Background: an optimization exercise with open tools, aiming at small area and a short achievable clock period. Do not read the settings as production practice. Function was checked by simulation only, so behaviour that the tests miss may differ from the original. Power figures rest on the tool's default switching activity, not on a simulated workload.

==> inputs of violet <==
## Fir
module Fir(reset_n,clk,x_in,y_out);
input reset_n,clk;
input [15:0]x_in;
output [23:0]y_out;
reg [13:0]r4;
reg [17:0]r3;
reg [17:0]r2;
reg [17:0]r1;
reg c3_9;
reg c2_9;
reg c1_9;
wire zx;
wire [17:0]a3_s;
wire [18:0]a3_c;
wire [17:0]a3_r;
wire [18:0]a3_k;
wire [17:0]a2_s;
wire [18:0]a2_c;
wire [17:0]a2_r;
wire [18:0]a2_k;
wire [17:0]a1_s;
wire [18:0]a1_c;
wire [17:0]a1_r;
wire [18:0]a1_k;
wire [17:0]r1i9;
wire [13:0]yg;
wire [13:0]yp;
wire [13:0]yt;
wire [17:0]y;
wire yh1;
wire yh2;
assign zx=~(x_in[2]|x_in[1]|x_in[0]);    
fadd u1(.a(x_in[0]),.b(~x_in[3]),.c(r4[0]),.s(a3_s[0]),.co(a3_c[1]));
fadd u2(.a(x_in[1]),.b(~x_in[4]),.c(r4[1]),.s(a3_s[1]),.co(a3_c[2]));
fadd u3(.a(x_in[2]),.b(~x_in[5]),.c(r4[2]),.s(a3_s[2]),.co(a3_c[3]));
fadd u4(.a(x_in[3]),.b(~x_in[6]),.c(r4[3]),.s(a3_s[3]),.co(a3_c[4]));
fadd u5(.a(x_in[4]),.b(~x_in[7]),.c(r4[4]),.s(a3_s[4]),.co(a3_c[5]));
fadd u6(.a(x_in[5]),.b(~x_in[8]),.c(r4[5]),.s(a3_s[5]),.co(a3_c[6]));
fadd u7(.a(x_in[6]),.b(~x_in[9]),.c(r4[6]),.s(a3_s[6]),.co(a3_c[7]));
fadd u8(.a(x_in[7]),.b(~x_in[10]),.c(r4[7]),.s(a3_s[7]),.co(a3_c[8]));
fadd u9(.a(x_in[8]),.b(~x_in[11]),.c(r4[8]),.s(a3_s[8]),.co(a3_c[9]));
fadd u10(.a(x_in[9]),.b(~x_in[12]),.c(r4[9]),.s(a3_s[9]),.co(a3_c[10]));
fadd u11(.a(x_in[10]),.b(~x_in[13]),.c(r4[10]),.s(a3_s[10]),.co(a3_c[11]));
fadd u12(.a(x_in[11]),.b(~x_in[14]),.c(r4[11]),.s(a3_s[11]),.co(a3_c[12]));
fadd u13(.a(x_in[12]),.b(~x_in[15]),.c(r4[12]),.s(a3_s[12]),.co(a3_c[13]));
xnor2m u14(.a(x_in[13]),.b(r4[13]),.y(a3_s[13]));
or2m u15(.a(x_in[13]),.b(r4[13]),.y(a3_c[14]));
xnor2m u16(.a(x_in[14]),.b(a3_c[14]),.y(a3_s[14]));
  ...
clock: 10.0 ns
lec_check: 0
cap_margin: 20
core_margin: 2
core_utilization: 40
gpl_timing_driven: 1
setup_slack_margin: 4.5
slew_margin: 20
synth_hierarchical: 1
synth_minimum_keep_size: 0
standard.sh (not shown) runs the stock make flow with config.mk's settings and CLKGATE_MAP_FILE= SYNTH_SCRIPT=/design/flow/synth_recipe.tcl, a recipe that flattens the netlist after the stock synthesis.
==> flow/flow/run.sh <==
#!/bin/bash
# Own layout flow: the standard flow (standard.sh), with two changes:
#  - clock tree synthesis without dummy load cells (-dont_use_dummy_load),
#  - port buffers start from buf_1 instead of the flow's default choice.
# Each tool's output goes to the ORFS logs under orfs/logs/; make's own output
# goes to flow_make.log here.
set -euo pipefail
bash standard.sh \
  "CTS_ARGS=-sink_clustering_enable -repair_clock_nets -dont_use_dummy_load -sink_clustering_size 30 -buf_list {sky130_fd_sc_hd__clkbuf_4 sky130_fd_sc_hd__clkbuf_8}" \
  "BUFFER_PORTS_ARGS=-buffer_cell sky130_fd_sc_hd__buf_1" \
  finish > flow_make.log 2>&1
==> pepper: changes against violet <==
--- a/flow/design.v
+++ b/flow/design.v
@@ -157,16 +157,24 @@
 wire [18:0]a2_c;
 wire [17:0]a2_r;
 wire [18:0]a2_k;
 wire [17:0]a1_s;
 wire [18:0]a1_c;
 wire [17:0]a1_r;
 wire [18:0]a1_k;
 wire [17:0]r1i9;
+wire r1i9_k10;
+wire r1i9_k11;
+wire r1i9_k12;
+wire r1i9_k13;
+wire r1i9_k14;
+wire r1i9_k15;
+wire r1i9_k16;
+wire r1i9_k17;
 wire [13:0]yg;
 wire [13:0]yp;
 wire [13:0]yt;
 wire [17:0]y;
 wire yh1;
 wire yh2;
 assign zx=~(x_in[2]|x_in[1]|x_in[0]);    
 fadd u1(.a(x_in[0]),.b(~x_in[3]),.c(r4[0]),.s(a3_s[0]),.co(a3_c[1]));
@@ -263,53 +271,53 @@
 fadd u90(.a(a1_s[11]),.b(a1_c[11]),.c(a1_k[11]),.s(a1_r[11]),.co(a1_k[12]));
 fadd u91(.a(a1_s[12]),.b(a1_c[12]),.c(a1_k[12]),.s(a1_r[12]),.co(a1_k[13]));
 fadd u92(.a(a1_s[13]),.b(a1_c[13]),.c(a1_k[13]),.s(a1_r[13]),.co(a1_k[14]));
 fadd u93(.a(a1_s[14]),.b(a1_c[14]),.c(a1_k[14]),.s(a1_r[14]),.co(a1_k[15]));
 fadd u94(.a(a1_s[15]),.b(a1_c[15]),.c(a1_k[15]),.s(a1_r[15]),.co(a1_k[16]));
 hadd u95(.a(a1_s[16]),.b(a1_k[16]),.s(a1_r[16]),.co(a1_k[17]));
 hadd u96(.a(a1_s[17]),.b(a1_k[17]),.s(a1_r[17]),.co(a1_k[18]));
 assign r1i9[8:0]=r1[8:0];
-assign r1i9[9]=r1[9]^c1_9;
-assign r1i9[10]=r1[10]^(c1_9&(&r1[9:9]));
-assign r1i9[11]=r1[11]^(c1_9&(&r1[10:9]));
-assign r1i9[12]=r1[12]^(c1_9&(&r1[11:9]));
-assign r1i9[13]=r1[13]^(c1_9&(&r1[12:9]));
-assign r1i9[14]=r1[14]^(c1_9&(&r1[13:9]));
-assign r1i9[15]=r1[15]^(c1_9&(&r1[14:9]));
-assign r1i9[16]=r1[16]^(c1_9&(&r1[15:9]));
-assign r1i9[17]=r1[17]^(c1_9&(&r1[16:9]));
-ygp u97(.a(x_in[2]),.b(r1i9[0]),.gn(yg[0]),.pn(yp[0]));
-yxor u98(.a(x_in[2]),.b(r1i9[0]),.t(yt[0]));
-ygp u99(.a(x_in[3]),.b(r1i9[1]),.gn(yg[1]),.pn(yp[1]));
-yxor u100(.a(x_in[3]),.b(r1i9[1]),.t(yt[1]));
-ygp u101(.a(x_in[4]),.b(r1i9[2]),.gn(yg[2]),.pn(yp[2]));
-yxor u102(.a(x_in[4]),.b(r1i9[2]),.t(yt[2]));
-ygp u103(.a(x_in[5]),.b(r1i9[3]),.gn(yg[3]),.pn(yp[3]));
-yxor u104(.a(x_in[5]),.b(r1i9[3]),.t(yt[3]));
-ygp u105(.a(x_in[6]),.b(r1i9[4]),.gn(yg[4]),.pn(yp[4]));
-yxor u106(.a(x_in[6]),.b(r1i9[4]),.t(yt[4]));
-ygp u107(.a(x_in[7]),.b(r1i9[5]),.gn(yg[5]),.pn(yp[5]));
-yxor u108(.a(x_in[7]),.b(r1i9[5]),.t(yt[5]));
-ygp u109(.a(x_in[8]),.b(r1i9[6]),.gn(yg[6]),.pn(yp[6]));
-yxor u110(.a(x_in[8]),.b(r1i9[6]),.t(yt[6]));
-ygp u111(.a(x_in[9]),.b(r1i9[7]),.gn(yg[7]),.pn(yp[7]));
-yxor u112(.a(x_in[9]),.b(r1i9[7]),.t(yt[7]));
-ygp u113(.a(x_in[10]),.b(r1i9[8]),.gn(yg[8]),.pn(yp[8]));
-yxor u114(.a(x_in[10]),.b(r1i9[8]),.t(yt[8]));
-ygp u115(.a(x_in[11]),.b(r1i9[9]),.gn(yg[9]),.pn(yp[9]));
-yxor u116(.a(x_in[11]),.b(r1i9[9]),.t(yt[9]));
-ygp u117(.a(x_in[12]),.b(r1i9[10]),.gn(yg[10]),.pn(yp[10]));
-yxor u118(.a(x_in[12]),.b(r1i9[10]),.t(yt[10]));
-ygp u119(.a(x_in[13]),.b(r1i9[11]),.gn(yg[11]),.pn(yp[11]));
-yxor u120(.a(x_in[13]),.b(r1i9[11]),.t(yt[11]));
-ygp u121(.a(x_in[14]),.b(r1i9[12]),.gn(yg[12]),.pn(yp[12]));
-yxor u122(.a(x_in[14]),.b(r1i9[12]),.t(yt[12]));
-ygp u123(.a(x_in[15]),.b(r1i9[13]),.gn(yg[13]),.pn(yp[13]));
-yxor u124(.a(x_in[15]),.b(r1i9[13]),.t(yt[13]));
+hadd u97(.a(r1[9]),.b(c1_9),.s(r1i9[9]),.co(r1i9_k10));
+hadd u98(.a(r1[10]),.b(r1i9_k10),.s(r1i9[10]),.co(r1i9_k11));
+hadd u99(.a(r1[11]),.b(r1i9_k11),.s(r1i9[11]),.co(r1i9_k12));
+hadd u100(.a(r1[12]),.b(r1i9_k12),.s(r1i9[12]),.co(r1i9_k13));
+hadd u101(.a(r1[13]),.b(r1i9_k13),.s(r1i9[13]),.co(r1i9_k14));
+hadd u102(.a(r1[14]),.b(r1i9_k14),.s(r1i9[14]),.co(r1i9_k15));
+hadd u103(.a(r1[15]),.b(r1i9_k15),.s(r1i9[15]),.co(r1i9_k16));
+hadd u104(.a(r1[16]),.b(r1i9_k16),.s(r1i9[16]),.co(r1i9_k17));
+assign r1i9[17]=r1[17]^r1i9_k17;
+ygp u105(.a(x_in[2]),.b(r1i9[0]),.gn(yg[0]),.pn(yp[0]));
+yxor u106(.a(x_in[2]),.b(r1i9[0]),.t(yt[0]));
+ygp u107(.a(x_in[3]),.b(r1i9[1]),.gn(yg[1]),.pn(yp[1]));
+yxor u108(.a(x_in[3]),.b(r1i9[1]),.t(yt[1]));
+ygp u109(.a(x_in[4]),.b(r1i9[2]),.gn(yg[2]),.pn(yp[2]));
+yxor u110(.a(x_in[4]),.b(r1i9[2]),.t(yt[2]));
+ygp u111(.a(x_in[5]),.b(r1i9[3]),.gn(yg[3]),.pn(yp[3]));
+yxor u112(.a(x_in[5]),.b(r1i9[3]),.t(yt[3]));
+ygp u113(.a(x_in[6]),.b(r1i9[4]),.gn(yg[4]),.pn(yp[4]));
+yxor u114(.a(x_in[6]),.b(r1i9[4]),.t(yt[4]));
+ygp u115(.a(x_in[7]),.b(r1i9[5]),.gn(yg[5]),.pn(yp[5]));
+yxor u116(.a(x_in[7]),.b(r1i9[5]),.t(yt[5]));
+ygp u117(.a(x_in[8]),.b(r1i9[6]),.gn(yg[6]),.pn(yp[6]));
+yxor u118(.a(x_in[8]),.b(r1i9[6]),.t(yt[6]));
+ygp u119(.a(x_in[9]),.b(r1i9[7]),.gn(yg[7]),.pn(yp[7]));
+yxor u120(.a(x_in[9]),.b(r1i9[7]),.t(yt[7]));
+ygp u121(.a(x_in[10]),.b(r1i9[8]),.gn(yg[8]),.pn(yp[8]));
+yxor u122(.a(x_in[10]),.b(r1i9[8]),.t(yt[8]));
+ygp u123(.a(x_in[11]),.b(r1i9[9]),.gn(yg[9]),.pn(yp[9]));
+yxor u124(.a(x_in[11]),.b(r1i9[9]),.t(yt[9]));
+ygp u125(.a(x_in[12]),.b(r1i9[10]),.gn(yg[10]),.pn(yp[10]));
+yxor u126(.a(x_in[12]),.b(r1i9[10]),.t(yt[10]));
+ygp u127(.a(x_in[13]),.b(r1i9[11]),.gn(yg[11]),.pn(yp[11]));
+yxor u128(.a(x_in[13]),.b(r1i9[11]),.t(yt[11]));
+ygp u129(.a(x_in[14]),.b(r1i9[12]),.gn(yg[12]),.pn(yp[12]));
+yxor u130(.a(x_in[14]),.b(r1i9[12]),.t(yt[12]));
+ygp u131(.a(x_in[15]),.b(r1i9[13]),.gn(yg[13]),.pn(yp[13]));
+yxor u132(.a(x_in[15]),.b(r1i9[13]),.t(yt[13]));
 assign yh2=r1i9[14]&r1i9[15]&r1i9[16];
 assign yh1=r1i9[14]&r1i9[15];
 yadd ya(.gn(yg),.pn(yp),.t(yt),.h(r1i9[17:14]),.h1(r1i9[14]),.h2(yh1),.h3(yh2),.y(y));
 always @(posedge clk or negedge reset_n)
 begin
 if(!reset_n)
 	begin
 	r4<=14'h0;
- SETUP_SLACK_MARGIN: 4.5 -> 4.3
==> comparison <==
violet ran to the end with no violations. pepper went through all stages and came out clean. Against pepper, the cell area of violet is larger by about 4%. Wire length: violet is higher than pepper (about 4%). Hold slack: pepper is higher than violet (0.024 ns). Against pepper, the maximum frequency of violet is higher by about 3%. Total power: violet is larger than pepper (5.1%). In pepper the synthesized cell count is smaller than in violet, by 3.8%.
==> figures <==
| item | violet | pepper |
|---|---|---|
| Switching share of power | 0.416 | 0.407 |
| Total Die Area | 0.0116 mm^2 | 0.0115 mm^2 |
| Share of final layout cell area taken by non-clock buffers | 0.0528 | 0.0380 |
| Pre-CTS worst setup slack | 3.71 ns | 3.55 ns |
| Worst hold-check slack | 0.457 ns | 0.480 ns |
| Total of fill cells in the finished design | 921 | 923 |
| Wire length the detailed router placed on met1 | 3190 um | 3060 um |
| Critical Path Max Stage Delay | 0.49 ns | 0.45 ns |
| Net switching power | 0.594 mW | 0.553 mW |
| Run status | finished clean | finished clean |
| Via total after detailed routing | 2379 | 2218 |
| Combinational power share | 0.551 | 0.539 |
| Clk network pwr share | 0.120 | 0.125 |
| Vias per cell | 4.74 | 4.57 |

port drivers added, routing unchanged:
How much do the figures lean on ideal ports? The routed layouts below were timed once more, with nothing changed but the port constraints.
Step 1 assumes that a clkbuf_16 drives the clock port and a buf_2 every other input.
Step 2 also shifts input and output timing later by t, the mid clock arrival at the registers, as if the neighbouring blocks saw the same clock.
Slacks: no drivers / after step 1 / after step 2; pairs: no drivers / after step 1.
| run | t, ns | slack for setup (ns) | worst hold slack (ns) | worst setup path at the end | worst slew at a driven data input, ns |
|---|---|---|---|---|---|
| violet | 0.362 | 4.561 / 4.541 / 4.179 | 0.457 / 0.457 / 0.457 | input to register | 0.06 |
| pepper | 0.355 | 4.405 / 4.395 / 4.040 | 0.480 / 0.480 / 0.480 | input to register | 0.05 |
After both steps every run listed still meets setup and hold. For violet, which loses most, drivers alone change the setup slack by -0.020 ns; drivers and shift together by -0.382 ns.
